This is an optimization exercise on Yosys and OpenROAD, whose aim is small area, not a production implementation. Only simulation tests tie the RTL to the original design; equivalence was not proved. Power and IR drop assume default switching activity.

Design LightShow, start of the top module:
module LightShow(Clock, Reset, Disp3, Disp2, Disp1, Disp0, LedRed, LedGrn);
Size in the first run: roughly 550 cells after synthesis, roughly 48 I/O pins, ~0.0030 mm^2 of cells after synthesis.
==> flow/config.mk <==
export PLATFORM = sky130hd
export DESIGN_NAME = LightShow
export DESIGN_NICKNAME = LightShow
export VERILOG_FILES = /design/flow/design.v
export SDC_FILE = /design/flow/constraint.sdc
export NUM_CORES = 4
export LEC_CHECK = 0
export CAP_MARGIN = 20
export CORE_MARGIN = 2
export CORE_UTILIZATION = 35
export CTS_BUF_LIST = sky130_fd_sc_hd__clkbuf_4
export CTS_CLUSTER_DIAMETER = 100
export CTS_CLUSTER_SIZE = 20
export PLACE_DENSITY = 0.5
export SLEW_MARGIN = 20
==> flow/constraint.sdc <==
create_clock -name core_clock -period 10.0 [get_ports {Clock}]
set_input_delay 2.0000 -clock core_clock [delete_from_list [all_inputs] [get_ports {Clock}]]
set_output_delay 2.0000 -clock core_clock [all_outputs]
set_load 0.01 [all_outputs]
standard.sh (not shown) runs the stock make flow with config.mk's settings and CLKGATE_MAP_FILE= SYNTH_SCRIPT=/design/flow/synth_recipe.tcl, a recipe that flattens the netlist after the stock synthesis.
==> flow/flow/run.sh <==
#!/bin/bash
# Own layout flow: the standard flow (standard.sh) with two changes.
#  1. After the standard synthesis, its combinational logic is re-mapped for area by Yosys/ABC
#     (resynth.tcl with abc_area.script), with a few random seeds of ABC's deepsyn run side by side;
#     the smallest result is kept. The flip-flops keep their instances, names and cell types.
#  2. Ports are buffered with sky130_fd_sc_hd__buf_1 (BUFFER_PORTS_ARGS) instead of the default
#     buffer; every input and output port still gets its buffer.
# Each tool's output goes to a log file in the work folder.
set -euo pipefail
W=$(pwd)
F=$W/flow
R=$W/orfs/results/$FLOW_PLATFORM/LightShow/base
YOSYS=$FLOW_HOME/../tools/install/yosys/bin/yosys
[ -x "$YOSYS" ] || YOSYS=$(command -v yosys)
LIB=$FLOW_HOME/platforms/$FLOW_PLATFORM/lib/sky130_fd_sc_hd__tt_025C_1v80.lib
export BUFFER_PORTS_ARGS="-buffer_cell sky130_fd_sc_hd__buf_1"

bash standard.sh synth > $W/std_synth.log 2>&1
cp $R/1_2_yosys.v $W/std_1_2_yosys.v

# sequential cells of the standard netlist stay as they are
KEEP=$(grep -oE '^\s*sky130_fd_sc_hd__[a-z0-9_]+' $W/std_1_2_yosys.v | tr -d ' ' | sort -u \
       | grep -E '__(df|edf|sdf|dl|sdl)' | tr '\n' ' ' || true)
DONT_USE="sky130_fd_sc_hd__probe_p_8 sky130_fd_sc_hd__probec_p_8 sky130_fd_sc_hd__lpflow_*"
for s in 1 2 3 4; do
  sed "s/@SEED@/$s/" $F/abc_area.script > $W/abc_area_$s.script
  RS_LIB=$LIB RS_KEEP="$KEEP" RS_DONT_USE="$DONT_USE" RS_IN=$W/std_1_2_yosys.v RS_TOP=$FLOW_TOP \
    RS_ABC=$W/abc_area_$s.script RS_STAT=$W/resynth_stat_$s.txt RS_OUT=$W/resynth_$s.v \
    $YOSYS -c $F/resynth.tcl > $W/resynth_$s.log 2>&1 &
done
wait
best=""; besta=""
for s in 1 2 3 4; do
  a=$(grep "Chip area" $W/resynth_stat_$s.txt 2>/dev/null | awk '{print $NF}' || true)
  echo "seed $s: ${a:-failed}" >> $W/resynth_choice.log
  if [ -n "$a" ] && { [ -z "$besta" ] || awk -v a="$a" -v b="$besta" 'BEGIN{exit !(a<b)}'; }; then
    best=$s; besta=$a
  fi
done
if [ -z "$best" ]; then echo "resynthesis failed" >&2; exit 1; fi
echo "kept seed $best ($besta)" >> $W/resynth_choice.log
cp $W/resynth_$best.v $R/1_2_yosys.v
rm -f $R/1_synth.odb

bash standard.sh finish > $W/std_finish.log 2>&1
==> flow/flow/abc_area.script <==
strash
&get -n
&deepsyn -T 90 -S @SEED@
&put
dch -f
amap
topo
==> flow/flow/resynth.tcl <==
# Yosys script (run by run.sh): re-maps the combinational logic of the standard synthesis's
# netlist for area with ABC (abc_area.script). The flip-flop instances keep their names and
# cell types: their cells are black boxes here, so ABC never sees them.
yosys -import
set lib $::env(RS_LIB)
read_liberty -overwrite -setattr liberty_cell -lib $lib
read_liberty -overwrite -ignore_miss_func $lib
foreach ff [split $::env(RS_KEEP) " "] { if {$ff ne ""} { blackbox $ff } }
read_verilog $::env(RS_IN)
hierarchy -top $::env(RS_TOP)
flatten
opt_clean -purge
set dua {}
foreach c [split $::env(RS_DONT_USE) " "] { if {$c ne ""} { lappend dua -dont_use $c } }
abc -liberty $lib {*}$dua -script $::env(RS_ABC)
opt_clean -purge
hilomap -singleton -hicell sky130_fd_sc_hd__conb_1 HI -locell sky130_fd_sc_hd__conb_1 LO
splitnets
opt_clean -purge
tee -o $::env(RS_STAT) stat -liberty $lib
write_verilog -noattr -nohex -nodec $::env(RS_OUT)
The first run completed with no timing, DRC or antenna violations.
Edit:
--- a/flow/flow/run.sh
+++ b/flow/flow/run.sh
@@ -4 +4 @@
-#     (resynth.tcl with abc_area.script), with a few random seeds of ABC's deepsyn run side by side;
+#     (resynth.tcl with abc_area.script), with a portfolio of runs (ABC deepsyn seeds, start-up passes and mappers, four at a time);
@@ -24,0 +25,3 @@
+# portfolio: deepsyn seed x start-up pass x mapper; each run is an equivalent netlist of the same
+# combinational logic, and the smallest one is kept
+RUNS=""
@@ -26 +29,15 @@
-  sed "s/@SEED@/$s/" $F/abc_area.script > $W/abc_area_$s.script
+  for v in p d r; do RUNS="$RUNS $v$s"; done
+  RUNS="$RUNS m$s"
+done
+PAR=${NUM_CORES:-4}
+n=0
+for run in $RUNS; do
+  v=${run:0:1}; s=${run:1}
+  case $v in
+    p|m) pre="" ;;
+    d) pre="dch -f; strash" ;;
+    r) pre="balance; rewrite; refactor; balance; rewrite -z; balance; refactor -z; rewrite -z; balance" ;;
+  esac
+  if [ $v = m ]; then map="map -a"; else map="amap"; fi
+  sed -e "s/@SEED@/$s/" -e "s/@PRE@/$pre/" -e "s/@MAP@/$map/" $F/abc_area.script | tr ';' '\n' \
+    | sed 's/^ *//' > $W/abc_area_$run.script
@@ -28,2 +45,3 @@
-    RS_ABC=$W/abc_area_$s.script RS_STAT=$W/resynth_stat_$s.txt RS_OUT=$W/resynth_$s.v \
-    $YOSYS -c $F/resynth.tcl > $W/resynth_$s.log 2>&1 &
+    RS_ABC=$W/abc_area_$run.script RS_STAT=$W/resynth_stat_$run.txt RS_OUT=$W/resynth_$run.v \
+    $YOSYS -c $F/resynth.tcl > $W/resynth_$run.log 2>&1 &
+  n=$((n+1)); if [ $((n % PAR)) -eq 0 ]; then wait; fi
@@ -33,3 +51,3 @@
-for s in 1 2 3 4; do
-  a=$(grep "Chip area" $W/resynth_stat_$s.txt 2>/dev/null | awk '{print $NF}' || true)
-  echo "seed $s: ${a:-failed}" >> $W/resynth_choice.log
+for run in $RUNS; do
+  a=$(grep "Chip area" $W/resynth_stat_$run.txt 2>/dev/null | awk '{print $NF}' || true)
+  echo "run $run: ${a:-failed}" >> $W/resynth_choice.log
@@ -37 +55 @@
-    best=$s; besta=$a
+    best=$run; besta=$a
==> flow/flow/abc_area.script (replaced) <==
strash
@PRE@
&get -n
&deepsyn -T 90 -S @SEED@
&put
dch -f
@MAP@
topo
Final area rises by 0.42%.
Total power goes up by 3.7%.
Worst setup slack is worse by 0.13 ns.
Clock power rises by about 4%.

== the previous run ==
Another version of the RTL of LightShow (not shown whole).
Size: roughly 540 cells after synthesis, ~48 I/O pins, about 0.0029 sq mm of cells after synthesis.
==> flow/config.mk <==
export PLATFORM = sky130hd
export DESIGN_NAME = LightShow
export DESIGN_NICKNAME = LightShow
export VERILOG_FILES = /design/flow/design.v
export SDC_FILE = /design/flow/constraint.sdc
export NUM_CORES = 4
export LEC_CHECK = 0
export CAP_MARGIN = 20
export CORE_MARGIN = 2
export CORE_UTILIZATION = 35
export CTS_BUF_LIST = sky130_fd_sc_hd__clkbuf_4
export CTS_CLUSTER_DIAMETER = 100
export CTS_CLUSTER_SIZE = 20
export PLACE_DENSITY = 0.5
export SLEW_MARGIN = 20
==> flow/constraint.sdc <==
create_clock -name core_clock -period 10.0 [get_ports {Clock}]
set_input_delay 2.0000 -clock core_clock [delete_from_list [all_inputs] [get_ports {Clock}]]
set_output_delay 2.0000 -clock core_clock [all_outputs]
set_load 0.01 [all_outputs]
==> flow/flow/run.sh <==
#!/bin/bash
# Own layout flow: the standard flow (standard.sh) with two changes.
#  1. After the standard synthesis, its combinational logic is re-mapped for area by Yosys/ABC
#     (resynth.tcl with abc_area.script), with a portfolio of runs (ABC deepsyn seeds, start-up passes and mappers, four at a time);
#     the smallest result is kept. The flip-flops keep their instances, names and cell types.
#  2. Ports are buffered with sky130_fd_sc_hd__buf_1 (BUFFER_PORTS_ARGS) instead of the default
#     buffer; every input and output port still gets its buffer.
# Each tool's output goes to a log file in the work folder.
set -euo pipefail
W=$(pwd)
F=$W/flow
R=$W/orfs/results/$FLOW_PLATFORM/LightShow/base
YOSYS=$FLOW_HOME/../tools/install/yosys/bin/yosys
[ -x "$YOSYS" ] || YOSYS=$(command -v yosys)
LIB=$FLOW_HOME/platforms/$FLOW_PLATFORM/lib/sky130_fd_sc_hd__tt_025C_1v80.lib
export BUFFER_PORTS_ARGS="-buffer_cell sky130_fd_sc_hd__buf_1"

bash standard.sh synth > $W/std_synth.log 2>&1
cp $R/1_2_yosys.v $W/std_1_2_yosys.v

# sequential cells of the standard netlist stay as they are
KEEP=$(grep -oE '^\s*sky130_fd_sc_hd__[a-z0-9_]+' $W/std_1_2_yosys.v | tr -d ' ' | sort -u \
       | grep -E '__(df|edf|sdf|dl|sdl)' | tr '\n' ' ' || true)
DONT_USE="sky130_fd_sc_hd__probe_p_8 sky130_fd_sc_hd__probec_p_8 sky130_fd_sc_hd__lpflow_*"
# portfolio: deepsyn seed x start-up pass x mapper; each run is an equivalent netlist of the same
# combinational logic, and the smallest one is kept
RUNS=""
for s in 1 2 3 4; do
  for v in p d r; do RUNS="$RUNS $v$s"; done
  RUNS="$RUNS m$s"
done
PAR=${NUM_CORES:-4}
n=0
for run in $RUNS; do
  v=${run:0:1}; s=${run:1}
  case $v in
    p|m) pre="" ;;
    d) pre="dch -f; strash" ;;
    r) pre="balance; rewrite; refactor; balance; rewrite -z; balance; refactor -z; rewrite -z; balance" ;;
  esac
  if [ $v = m ]; then map="map -a"; else map="amap"; fi
  sed -e "s/@SEED@/$s/" -e "s/@PRE@/$pre/" -e "s/@MAP@/$map/" $F/abc_area.script | tr ';' '\n' \
    | sed 's/^ *//' > $W/abc_area_$run.script
  RS_LIB=$LIB RS_KEEP="$KEEP" RS_DONT_USE="$DONT_USE" RS_IN=$W/std_1_2_yosys.v RS_TOP=$FLOW_TOP \
    RS_ABC=$W/abc_area_$run.script RS_STAT=$W/resynth_stat_$run.txt RS_OUT=$W/resynth_$run.v \
    $YOSYS -c $F/resynth.tcl > $W/resynth_$run.log 2>&1 &
  n=$((n+1)); if [ $((n % PAR)) -eq 0 ]; then wait; fi
done
wait
best=""; besta=""
for run in $RUNS; do
  a=$(grep "Chip area" $W/resynth_stat_$run.txt 2>/dev/null | awk '{print $NF}' || true)
  echo "run $run: ${a:-failed}" >> $W/resynth_choice.log
  if [ -n "$a" ] && { [ -z "$besta" ] || awk -v a="$a" -v b="$besta" 'BEGIN{exit !(a<b)}'; }; then
    best=$run; besta=$a
  fi
done
if [ -z "$best" ]; then echo "resynthesis failed" >&2; exit 1; fi
echo "kept seed $best ($besta)" >> $W/resynth_choice.log
cp $W/resynth_$best.v $R/1_2_yosys.v
rm -f $R/1_synth.odb

bash standard.sh finish > $W/std_finish.log 2>&1
Scripts as last shown in full above: flow/flow/resynth.tcl
Other scripts of this flow, unchanged in this note and not shown: flow/flow/abc_area.script
For the current run, these inputs were changed with respect to the previous run:
Settings: GPL_TIMING_DRIVEN now 0, previously not set.
--- a/flow/flow/run.sh
+++ b/flow/flow/run.sh
@@ -26,7 +26,3 @@
 # combinational logic, and the smallest one is kept
-RUNS=""
-for s in 1 2 3 4; do
-  for v in p d r; do RUNS="$RUNS $v$s"; done
-  RUNS="$RUNS m$s"
-done
+RUNS="p1 p2 p3 p4 p5 p6 p7 p8 d1 d2 d3 d4 r1 r2 r3 r4"
 PAR=${NUM_CORES:-4}
Findings:
The current run: full flow OK, the timing, DRC and antenna checks passed
Diff the previous run -> the current run: buffer share of cell area went down by 1.1 points, power was more or less identical, synthesis-to-layout area growth went down by 1.3 points.
Relative to the previous run, the final cell area reported for the current run is lower.
Going from the previous run to the current run, first-iteration DRC count shrinks by 8.4%.

==> re-timing with driven ports <==
In the flow no input, the clock included, has a driving cell. The finished layouts below were timed again as built, in two steps.
Step 1 assumes that a clkbuf_16 drives the clock port and a buf_2 every other input.
Step 2 times the ports against the registers' clock, not the clock port: input delays grow and output delays shrink by t, the midpoint of the rising clock arrivals with the driver on.
Three values: no drivers, after step 1, after step 2; two values: the first two.
| run | shift t [ns] | setup slack, ns | worst register clock-pin slew, ns | worst slew at a driven data input, ns | pins driven straight from the clock port |
|---|---|---|---|---|---|
| the first run of note 1 | 0.312 | 3.034 / 3.012 / 3.324 | 0.10 / 0.10 | 0.03 | 1 |
| the second run of note 1 | 0.320 | 2.907 / 2.884 / 3.204 | 0.11 / 0.11 | 0.03 | 1 |
| the previous run | 0.309 | 2.499 / 2.478 / 2.788 | 0.10 / 0.10 | 0.03 | 1 |
| the current run | 0.307 | 2.533 / 2.514 / 2.822 | 0.10 / 0.10 | 0.03 | 1 |
After both steps every run listed still meets setup and hold.
